This is an optimization exercise on Yosys and OpenROAD, whose aim is small area, a short achievable clock period and few clock cycles per item, not a production implementation. Function was checked by simulation only, so behaviour that the tests miss may differ from the original. No driver is modelled on the clock port, so clock power and skew are understated where the tree is cut down; a real chip needs a root buffer or a tree.

==> violet <==
==> flow/design.v <==
module Log2(
  input clk,
  input reset,
  input h,
  output reg flag,
  input [7:0] in,
  output reg [7:0] out
);
  reg busy;
  wire [7:0] lut;
  always @(posedge clk or posedge reset) begin
    if (reset) begin
      busy <= 1'b0;
      flag <= 1'b0;
    end else begin
      busy <= h;
      flag <= busy | (flag & ~h);
    end
  end
  always @(posedge clk) begin
    if (busy)
      out <= lut;
    else if (h | ~flag)
      out <= in;
  end
  log2_lut u_lut (.x(out), .y(lut));
endmodule
module log2_lut(input [7:0] x, output [7:0] y);
  wire new_n17, new_n18, new_n19, new_n20, new_n21, new_n22, new_n23,
    new_n24, new_n25, new_n26, new_n27, new_n28, new_n29, new_n30, new_n31,
    new_n32, new_n33, new_n34, new_n35, new_n36, new_n37, new_n38, new_n39,
    new_n40, new_n41, new_n43, new_n44, new_n45, new_n46, new_n47, new_n48,
    new_n49, new_n50, new_n51, new_n52, new_n53, new_n55, new_n56, new_n57,
    new_n58, new_n59, new_n60, new_n61, new_n62, new_n63, new_n64, new_n65,
    new_n66, new_n67, new_n68, new_n69, new_n70, new_n71, new_n72, new_n73,
    new_n74, new_n75, new_n76, new_n77, new_n78, new_n79, new_n80, new_n81,
    new_n82, new_n83, new_n84, new_n85, new_n86, new_n87, new_n88, new_n89,
    new_n90, new_n91, new_n92, new_n93, new_n94, new_n95, new_n96, new_n97,
    new_n98, new_n99, new_n100, new_n101, new_n102, new_n103, new_n104,
    new_n105, new_n106, new_n107, new_n108, new_n109, new_n110, new_n111,
    new_n112, new_n113, new_n114, new_n115, new_n116, new_n117, new_n119,
    new_n120, new_n121, new_n122, new_n123, new_n124, new_n125, new_n126,
    new_n127, new_n128, new_n129, new_n130, new_n132, new_n133, new_n134,
    new_n135, new_n136, new_n138, new_n139;
  assign new_n17 = ~x[5] & ~x[7];
  assign new_n18 = x[1] & ~x[4];
  assign new_n19 = ~x[3] & ~new_n18;
  assign new_n20 = ~x[6] & ~new_n19;
  assign new_n21 = new_n17 & ~new_n20;
  assign new_n22 = x[4] & ~x[7];
  assign new_n23 = ~x[6] & ~new_n22;
  assign new_n24 = x[0] & ~x[3];
  assign new_n25 = ~x[2] & ~new_n24;
  assign new_n26 = new_n17 & ~new_n25;
  assign new_n27 = new_n23 & ~new_n26;
  assign new_n28 = ~new_n21 & ~new_n27;
  assign new_n29 = x[6] & ~x[7];
  assign new_n30 = ~new_n17 & ~new_n29;
  assign new_n31 = ~x[6] & ~x[7];
  assign new_n32 = x[0] & new_n31;
  assign new_n33 = x[2] & ~new_n31;
  assign new_n34 = ~new_n32 & ~new_n33;
  assign new_n35 = new_n30 & ~new_n34;
  assign new_n36 = x[1] & ~x[7];
  assign new_n37 = x[6] & new_n36;
  assign new_n38 = ~new_n35 & ~new_n37;
  assign new_n39 = ~x[2] & ~x[3];
  assign new_n40 = ~x[4] & ~x[5];
  assign new_n41 = ~new_n39 & new_n40;
  assign y[6] = ~new_n31 | new_n41;
  assign new_n43 = x[3] & y[6];
  assign new_n44 = x[1] & ~y[6];
  assign new_n45 = ~new_n43 & ~new_n44;
  assign new_n46 = ~new_n30 & new_n45;
  assign new_n47 = ~new_n23 & ~new_n30;
  assign new_n48 = ~x[2] & ~y[6];
  assign new_n49 = ~x[4] & ~new_n32;
  assign new_n50 = y[6] & new_n49;
  assign new_n51 = ~new_n48 & ~new_n50;
  assign new_n52 = ~new_n47 & ~new_n51;
  assign new_n53 = ~new_n46 & ~new_n52;
  assign y[5] = ~new_n46 & ~new_n47;
  assign new_n55 = ~new_n51 & ~y[5];
  assign new_n56 = ~x[3] & ~x[7];
  assign new_n57 = ~x[5] & ~new_n36;
  assign new_n58 = ~new_n56 & ~new_n57;
  assign new_n59 = y[5] & ~new_n58;
  assign new_n60 = ~new_n55 & ~new_n59;
  assign new_n61 = new_n30 & ~new_n45;
  assign new_n62 = ~new_n34 & new_n47;
  assign new_n63 = ~new_n61 & ~new_n62;
  assign new_n64 = x[0] & x[7];
  assign new_n65 = new_n63 & new_n64;
  assign new_n66 = ~new_n60 & ~new_n65;
  assign new_n67 = ~new_n63 & ~new_n64;
  assign new_n68 = ~new_n66 & ~new_n67;
  assign new_n69 = new_n53 & ~new_n68;
  assign new_n70 = x[1] & x[7];
  assign new_n71 = x[0] & new_n29;
  assign new_n72 = ~new_n70 & ~new_n71;
  assign new_n73 = ~new_n60 & new_n72;
  assign new_n74 = ~new_n69 & ~new_n73;
  assign new_n75 = new_n38 & ~new_n74;
  assign new_n76 = ~new_n38 & ~new_n72;
  assign new_n77 = new_n63 & ~new_n76;
  assign new_n78 = new_n60 & ~new_n77;
  assign new_n79 = new_n53 & new_n78;
  assign new_n80 = ~new_n38 & ~new_n63;
  assign new_n81 = new_n38 & ~new_n72;
  assign new_n82 = ~new_n80 & ~new_n81;
  assign new_n83 = new_n79 & new_n82;
  assign new_n84 = ~new_n75 & ~new_n83;
  assign new_n85 = new_n28 & ~new_n84;
  assign new_n86 = ~new_n38 & new_n72;
  assign new_n87 = new_n64 & ~new_n86;
  assign new_n88 = ~new_n63 & new_n87;
  assign new_n89 = ~new_n81 & ~new_n86;
  assign new_n90 = ~new_n80 & ~new_n89;
  assign new_n91 = ~new_n88 & ~new_n90;
  assign new_n92 = new_n53 & ~new_n91;
  assign new_n93 = ~new_n28 & ~new_n60;
  assign new_n94 = ~new_n92 & new_n93;
  assign new_n95 = new_n38 & new_n60;
  assign new_n96 = ~new_n91 & new_n95;
  assign new_n97 = ~new_n94 & ~new_n96;
  assign new_n98 = new_n38 & ~new_n65;
  assign new_n99 = new_n63 & new_n98;
  assign new_n100 = new_n90 & ~new_n99;
  assign new_n101 = ~x[5] & new_n88;
  assign new_n102 = ~new_n53 & ~new_n101;
  assign new_n103 = ~new_n100 & new_n102;
  assign new_n104 = ~new_n97 & ~new_n103;
  assign new_n105 = ~new_n66 & new_n86;
  assign new_n106 = ~new_n28 & ~new_n105;
  assign new_n107 = ~new_n104 & new_n106;
  assign new_n108 = new_n60 & ~new_n98;
  assign new_n109 = new_n38 & ~new_n60;
  assign new_n110 = ~new_n67 & ~new_n72;
  assign new_n111 = ~new_n109 & new_n110;
  assign new_n112 = ~new_n108 & ~new_n111;
  assign new_n113 = new_n63 & new_n78;
  assign new_n114 = new_n28 & ~new_n53;
  assign new_n115 = ~new_n113 & new_n114;
  assign new_n116 = ~new_n112 & new_n115;
  assign new_n117 = ~new_n107 & ~new_n116;
  assign y[0] = ~new_n85 & new_n117;
  assign new_n119 = ~new_n94 & ~new_n116;
  assign new_n120 = ~new_n28 & new_n80;
  assign new_n121 = ~new_n63 & new_n76;
  assign new_n122 = ~new_n28 & ~new_n77;
  assign new_n123 = ~new_n121 & new_n122;
  assign new_n124 = ~new_n60 & new_n63;
  assign new_n125 = new_n28 & ~new_n78;
  assign new_n126 = ~new_n124 & new_n125;
  assign new_n127 = ~new_n123 & ~new_n126;
  assign new_n128 = ~new_n120 & ~new_n127;
  assign new_n129 = ~new_n119 & ~new_n128;
  assign new_n130 = new_n119 & ~new_n127;
  assign y[1] = ~new_n129 & ~new_n130;
  assign new_n132 = ~new_n77 & ~y[1];
  assign new_n133 = ~new_n120 & ~new_n132;
  assign new_n134 = new_n53 & ~new_n133;
  assign new_n135 = ~new_n53 & ~new_n80;
  assign new_n136 = ~new_n132 & new_n135;
  assign y[2] = ~new_n134 & ~new_n136;
  assign new_n138 = ~new_n60 & new_n134;
  assign new_n139 = new_n60 & ~new_n134;
  assign y[3] = new_n138 | new_n139;
  assign y[4] = new_n28 | new_n79;
  assign y[7] = ~new_n31 | ~new_n40;
endmodule
==> flow/flow/run.sh <==
#!/bin/bash
# Standard ORFS layout with these changes:
#  - synthesis maps the logic with the ABC script in flow/abc_area.script
#    (same synthesis script otherwise, so registers keep their names and types);
#  - port buffers are sky130_fd_sc_hd__buf_1 instead of the default delay buffer;
#  - the clock tree is a single clkbuf_8 between the clock port and the ten
#    registers (all registers get the same clock arrival), instead of an H-tree.
set -euo pipefail
rm -rf myscripts
cp -r "$FLOW_HOME/scripts" myscripts
cp flow/abc_area.script myscripts/abc_area.script
python3 - <<'PY'
p = 'myscripts/cts.tcl'
s = open(p).read()
old = 'log_cmd clock_tree_synthesis {*}$cts_args'
assert old in s
new = '''# place the one clock buffer at the centre of the registers it drives
set clk_net [[ord::get_db_block] findNet clk]
set sx 0
set sy 0
set sn 0
foreach iterm [$clk_net getITerms] {
  lassign [[$iterm getInst] getLocation] ix iy
  set sx [expr {$sx + $ix}]
  set sy [expr {$sy + $iy}]
  incr sn
}
set cx [ord::dbu_to_microns [expr {$sx / $sn}]]
set cy [ord::dbu_to_microns [expr {$sy / $sn}]]
puts "clock buffer at $cx $cy for $sn registers"
log_cmd insert_buffer -buffer_cell sky130_fd_sc_hd__clkbuf_8 -net [get_nets clk] -location [list $cx $cy] -buffer_name clkbuf_root -net_name clk_root
set_propagated_clock [all_clocks]'''
open(p, 'w').write(s.replace(old, new))
PY
bash standard.sh synth ABC_AREA=1 SCRIPTS_DIR="$PWD/myscripts" > synth.log 2>&1
bash standard.sh finish SCRIPTS_DIR="$PWD/myscripts" "BUFFER_PORTS_ARGS=-buffer_cell sky130_fd_sc_hd__buf_1" > layout.log 2>&1
==> flow/flow/abc_area.script <==
strash
dch
map -D 1800
topo
upsize -D 1800
dnsize -D 1800
==> flow/standard.sh <==
#!/bin/bash
# synth_recipe.tcl (not shown) runs the flow's synth.tcl, then flattens the netlist and writes it again
# the make line also repeats each setting of config.mk as NAME=value (left out here)
make -C /OpenROAD-flow-scripts/flow DESIGN_CONFIG=/design/flow/config.mk WORK_HOME=/design/flow/orfs CLKGATE_MAP_FILE= SYNTH_SCRIPT=/design/flow/synth_recipe.tcl "${@:-finish}"
==> flow/config.mk <==
export PLATFORM = sky130hd
export DESIGN_NAME = Log2
export DESIGN_NICKNAME = Log2
export VERILOG_FILES = /design/flow/design.v
export SDC_FILE = /design/flow/constraint.sdc
export NUM_CORES = 4
export LEC_CHECK = 0
export CAP_MARGIN = 20
export CORE_AREA = 2.5 2.5 61.5 61.5
export DIE_AREA = 0 0 64 64
export SLEW_MARGIN = 20
==> flow/constraint.sdc <==
create_clock -name core_clock -period 10.0 [get_ports {clk}]
set_input_delay 2.0000 -clock core_clock [delete_from_list [all_inputs] [get_ports {clk}]]
set_output_delay 2.0000 -clock core_clock [all_outputs]
set_load 0.01 [all_outputs]
==> yarrow: changes against violet <==
==> flow/flow/run.sh (replaced) <==
#!/bin/bash
# Standard ORFS layout with these changes:
#  - synthesis maps the logic with the ABC script in flow/abc_area.script
#    (same synthesis script otherwise, so registers keep their names and types);
#  - port buffers are sky130_fd_sc_hd__buf_1 instead of the default delay buffer;
#  - extra make settings: 
set -euo pipefail
rm -rf myscripts
cp -r "$FLOW_HOME/scripts" myscripts
cp flow/abc_area.script myscripts/abc_area.script
bash standard.sh synth ABC_AREA=1 SCRIPTS_DIR="$PWD/myscripts" > synth.log 2>&1
bash standard.sh finish "CTS_ARGS=-root_buf sky130_fd_sc_hd__clkbuf_8 -buf_list sky130_fd_sc_hd__clkbuf_8 -dont_use_dummy_load -repair_clock_nets"  "BUFFER_PORTS_ARGS=-buffer_cell sky130_fd_sc_hd__buf_1" > layout.log 2>&1
==> xenon: changes against violet <==
==> flow/flow/run.sh (replaced) <==
#!/bin/bash
# Standard ORFS layout with these changes:
#  - synthesis maps the logic with the ABC script in flow/abc_area.script
#    (same synthesis script otherwise, so registers keep their names and types);
#  - port buffers are sky130_fd_sc_hd__buf_1 instead of the default delay buffer;
#  - extra make settings: 
set -euo pipefail
rm -rf myscripts
cp -r "$FLOW_HOME/scripts" myscripts
cp flow/abc_area.script myscripts/abc_area.script
bash standard.sh synth ABC_AREA=1 SCRIPTS_DIR="$PWD/myscripts" > synth.log 2>&1
bash standard.sh finish SETUP_SLACK_MARGIN=6.95 SETUP_MOVE_SEQUENCE=sizeup,swap "CTS_ARGS=-sink_clustering_enable -sink_clustering_size 20 -sink_clustering_max_diameter 200 -dont_use_dummy_load -repair_clock_nets"  "BUFFER_PORTS_ARGS=-buffer_cell sky130_fd_sc_hd__buf_1" > layout.log 2>&1
==> maple: changes against violet <==
==> flow/flow/run.sh (replaced) <==
#!/bin/bash
# Standard ORFS layout with these changes:
#  - synthesis maps the logic with the ABC script in flow/abc_area.script
#    (same synthesis script otherwise, so registers keep their names and types);
#  - port buffers are sky130_fd_sc_hd__buf_1 instead of the default delay buffer;
#  - extra make settings: 
set -euo pipefail
rm -rf myscripts
cp -r "$FLOW_HOME/scripts" myscripts
cp flow/abc_area.script myscripts/abc_area.script
bash standard.sh synth ABC_AREA=1 SCRIPTS_DIR="$PWD/myscripts" > synth.log 2>&1
bash standard.sh finish "CTS_ARGS=-sink_clustering_enable -sink_clustering_size 20 -sink_clustering_max_diameter 200 -dont_use_dummy_load -repair_clock_nets"  "BUFFER_PORTS_ARGS=-buffer_cell sky130_fd_sc_hd__buf_1" > layout.log 2>&1
==> results.sh <==
export IMPL_status="finished clean"
export IMPL_critPathTopFamily="compound AO/OA/AOI/OAI gates"
export IMPL_grtUsageMet3_pct=0.528
export IMPL_wl_met3_um=111
export IMPL_pg_comb_mw=0.0978
export IMPL_nets=166
export IMPL_multi_input_area_um2=527
export IMPL_rsz0062_at_grt="false"
export IMPL_cp_num_cells=11
export IMPL_clkPwrFrac_pct=10.1
export IMPL_final_cell_mix="nand2_1 (25), buf_1 (19), clkinv_1 (18)"
export IMPL_wire_per_inst_um=11.4
export IMPL_wirelength_um=2240
export IMPL_final_util_pct=31.3
export IMPL_clock_latency_ns=0.13
-- figures above: violet

==> results.sh <==
export IMPL_nets=168
export IMPL_wire_per_inst_um=11.4
export IMPL_grtUsageMet3_pct=3.35
export IMPL_final_util_pct=31.6
export IMPL_critPathTopFamily="compound AO/OA/AOI/OAI gates"
export IMPL_clkPwrFrac_pct=13.7
export IMPL_pg_comb_mw=0.0978
export IMPL_rsz0062_at_grt="false"
export IMPL_cp_num_cells=11
export IMPL_clock_latency_ns=0.26
export IMPL_status="finished clean"
export IMPL_wl_met3_um=163
export IMPL_multi_input_area_um2=527
-- figures above: maple

==> results.sh <==
export IMPL_critPathTopFamily="flip-flops"
export IMPL_cp_num_cells=1
export IMPL_final_cell_mix="nand2_1 (24), clkinv_1 (18), buf_1 (18)"
export IMPL_wire_per_inst_um=12.2
export IMPL_clkPwrFrac_pct=12.7
export IMPL_wl_met3_um=131
export IMPL_rsz0062_at_grt="true"
export IMPL_clock_latency_ns=0.25
export IMPL_status="finished clean"
export IMPL_pg_comb_mw=0.110
export IMPL_final_util_pct=33.6
-- figures above: xenon

==> results.sh <==
export IMPL_wire_per_inst_um=11.6
export IMPL_critPathTopFamily="compound AO/OA/AOI/OAI gates"
export IMPL_dp_slack_ns=7.03
export IMPL_cp_num_cells=15
export IMPL_grtUsageMet3_pct=3.35
export IMPL_status="finished clean"
export IMPL_multi_input_area_um2=527
export IMPL_pg_comb_mw=0.0978
export IMPL_final_util_pct=32.2
export IMPL_final_cell_mix="nand2_1 (25), buf_1 (19), clkinv_1 (18)"
export IMPL_port_buffers=19
export IMPL_clkPwrFrac_pct=19.8
export IMPL_cts_sinks=10
export IMPL_clock_latency_ns=0.23
export IMPL_wl_met3_um=155
-- figures above: yarrow

Testbench counts of violet, summed over its fixed seeds: cycles 8,192, conversions 4,096.
Testbench counts of yarrow, summed over its fixed seeds: cycles 8,192, conversions 4,096.
Testbench counts of xenon, summed over its fixed seeds: cycles 8,192, conversions 4,096.
Testbench counts of maple, summed over its fixed seeds: cycles 8,192, conversions 4,096.
In violet the design's own scripts or RTL, not TritonCTS, make the clock network.

separate check: timing with driven ports:
In the flow no input, the clock included, has a driving cell. The finished layouts below were timed again as built, in two steps. Step 1 sets driving cells, clkbuf_16 on the clock port and buf_2 on the other inputs (assumed; they add their load-dependent delay and slew). Step 2 adds t to the input delays and takes it off the output delays; t is the mean of the earliest and latest rising clock arrival at the registers after step 1. Input paths then give back, and output paths get back, about the clock's delay inside the block. a / b / c = no drivers / after step 1 / after step 2; a / b = the first two.
| run | t (ns) | slack for setup (ns) | worst hold slack (ns) | clock arrival spread, ns | worst data-port slew with drivers (ns) |
|---|---|---|---|---|---|
| violet | 0.146 | 7.004 / 7.004 / 7.004 | 0.532 / 0.532 / 0.532 | 0.001 / 0.001 | 0.03 |
| yarrow | 0.253 | 6.998 / 6.998 / 6.998 | 0.529 / 0.529 / 0.529 | 0.003 / 0.003 | 0.03 |
| xenon | 0.269 | 6.941 / 6.924 / 7.035 | 0.532 / 0.532 / 0.532 | 0.006 / 0.006 | 0.03 |
| maple | 0.272 | 7.004 / 6.988 / 7.004 | 0.532 / 0.532 / 0.532 | 0.004 / 0.004 | 0.03 |
After both steps every run listed still meets setup and hold.
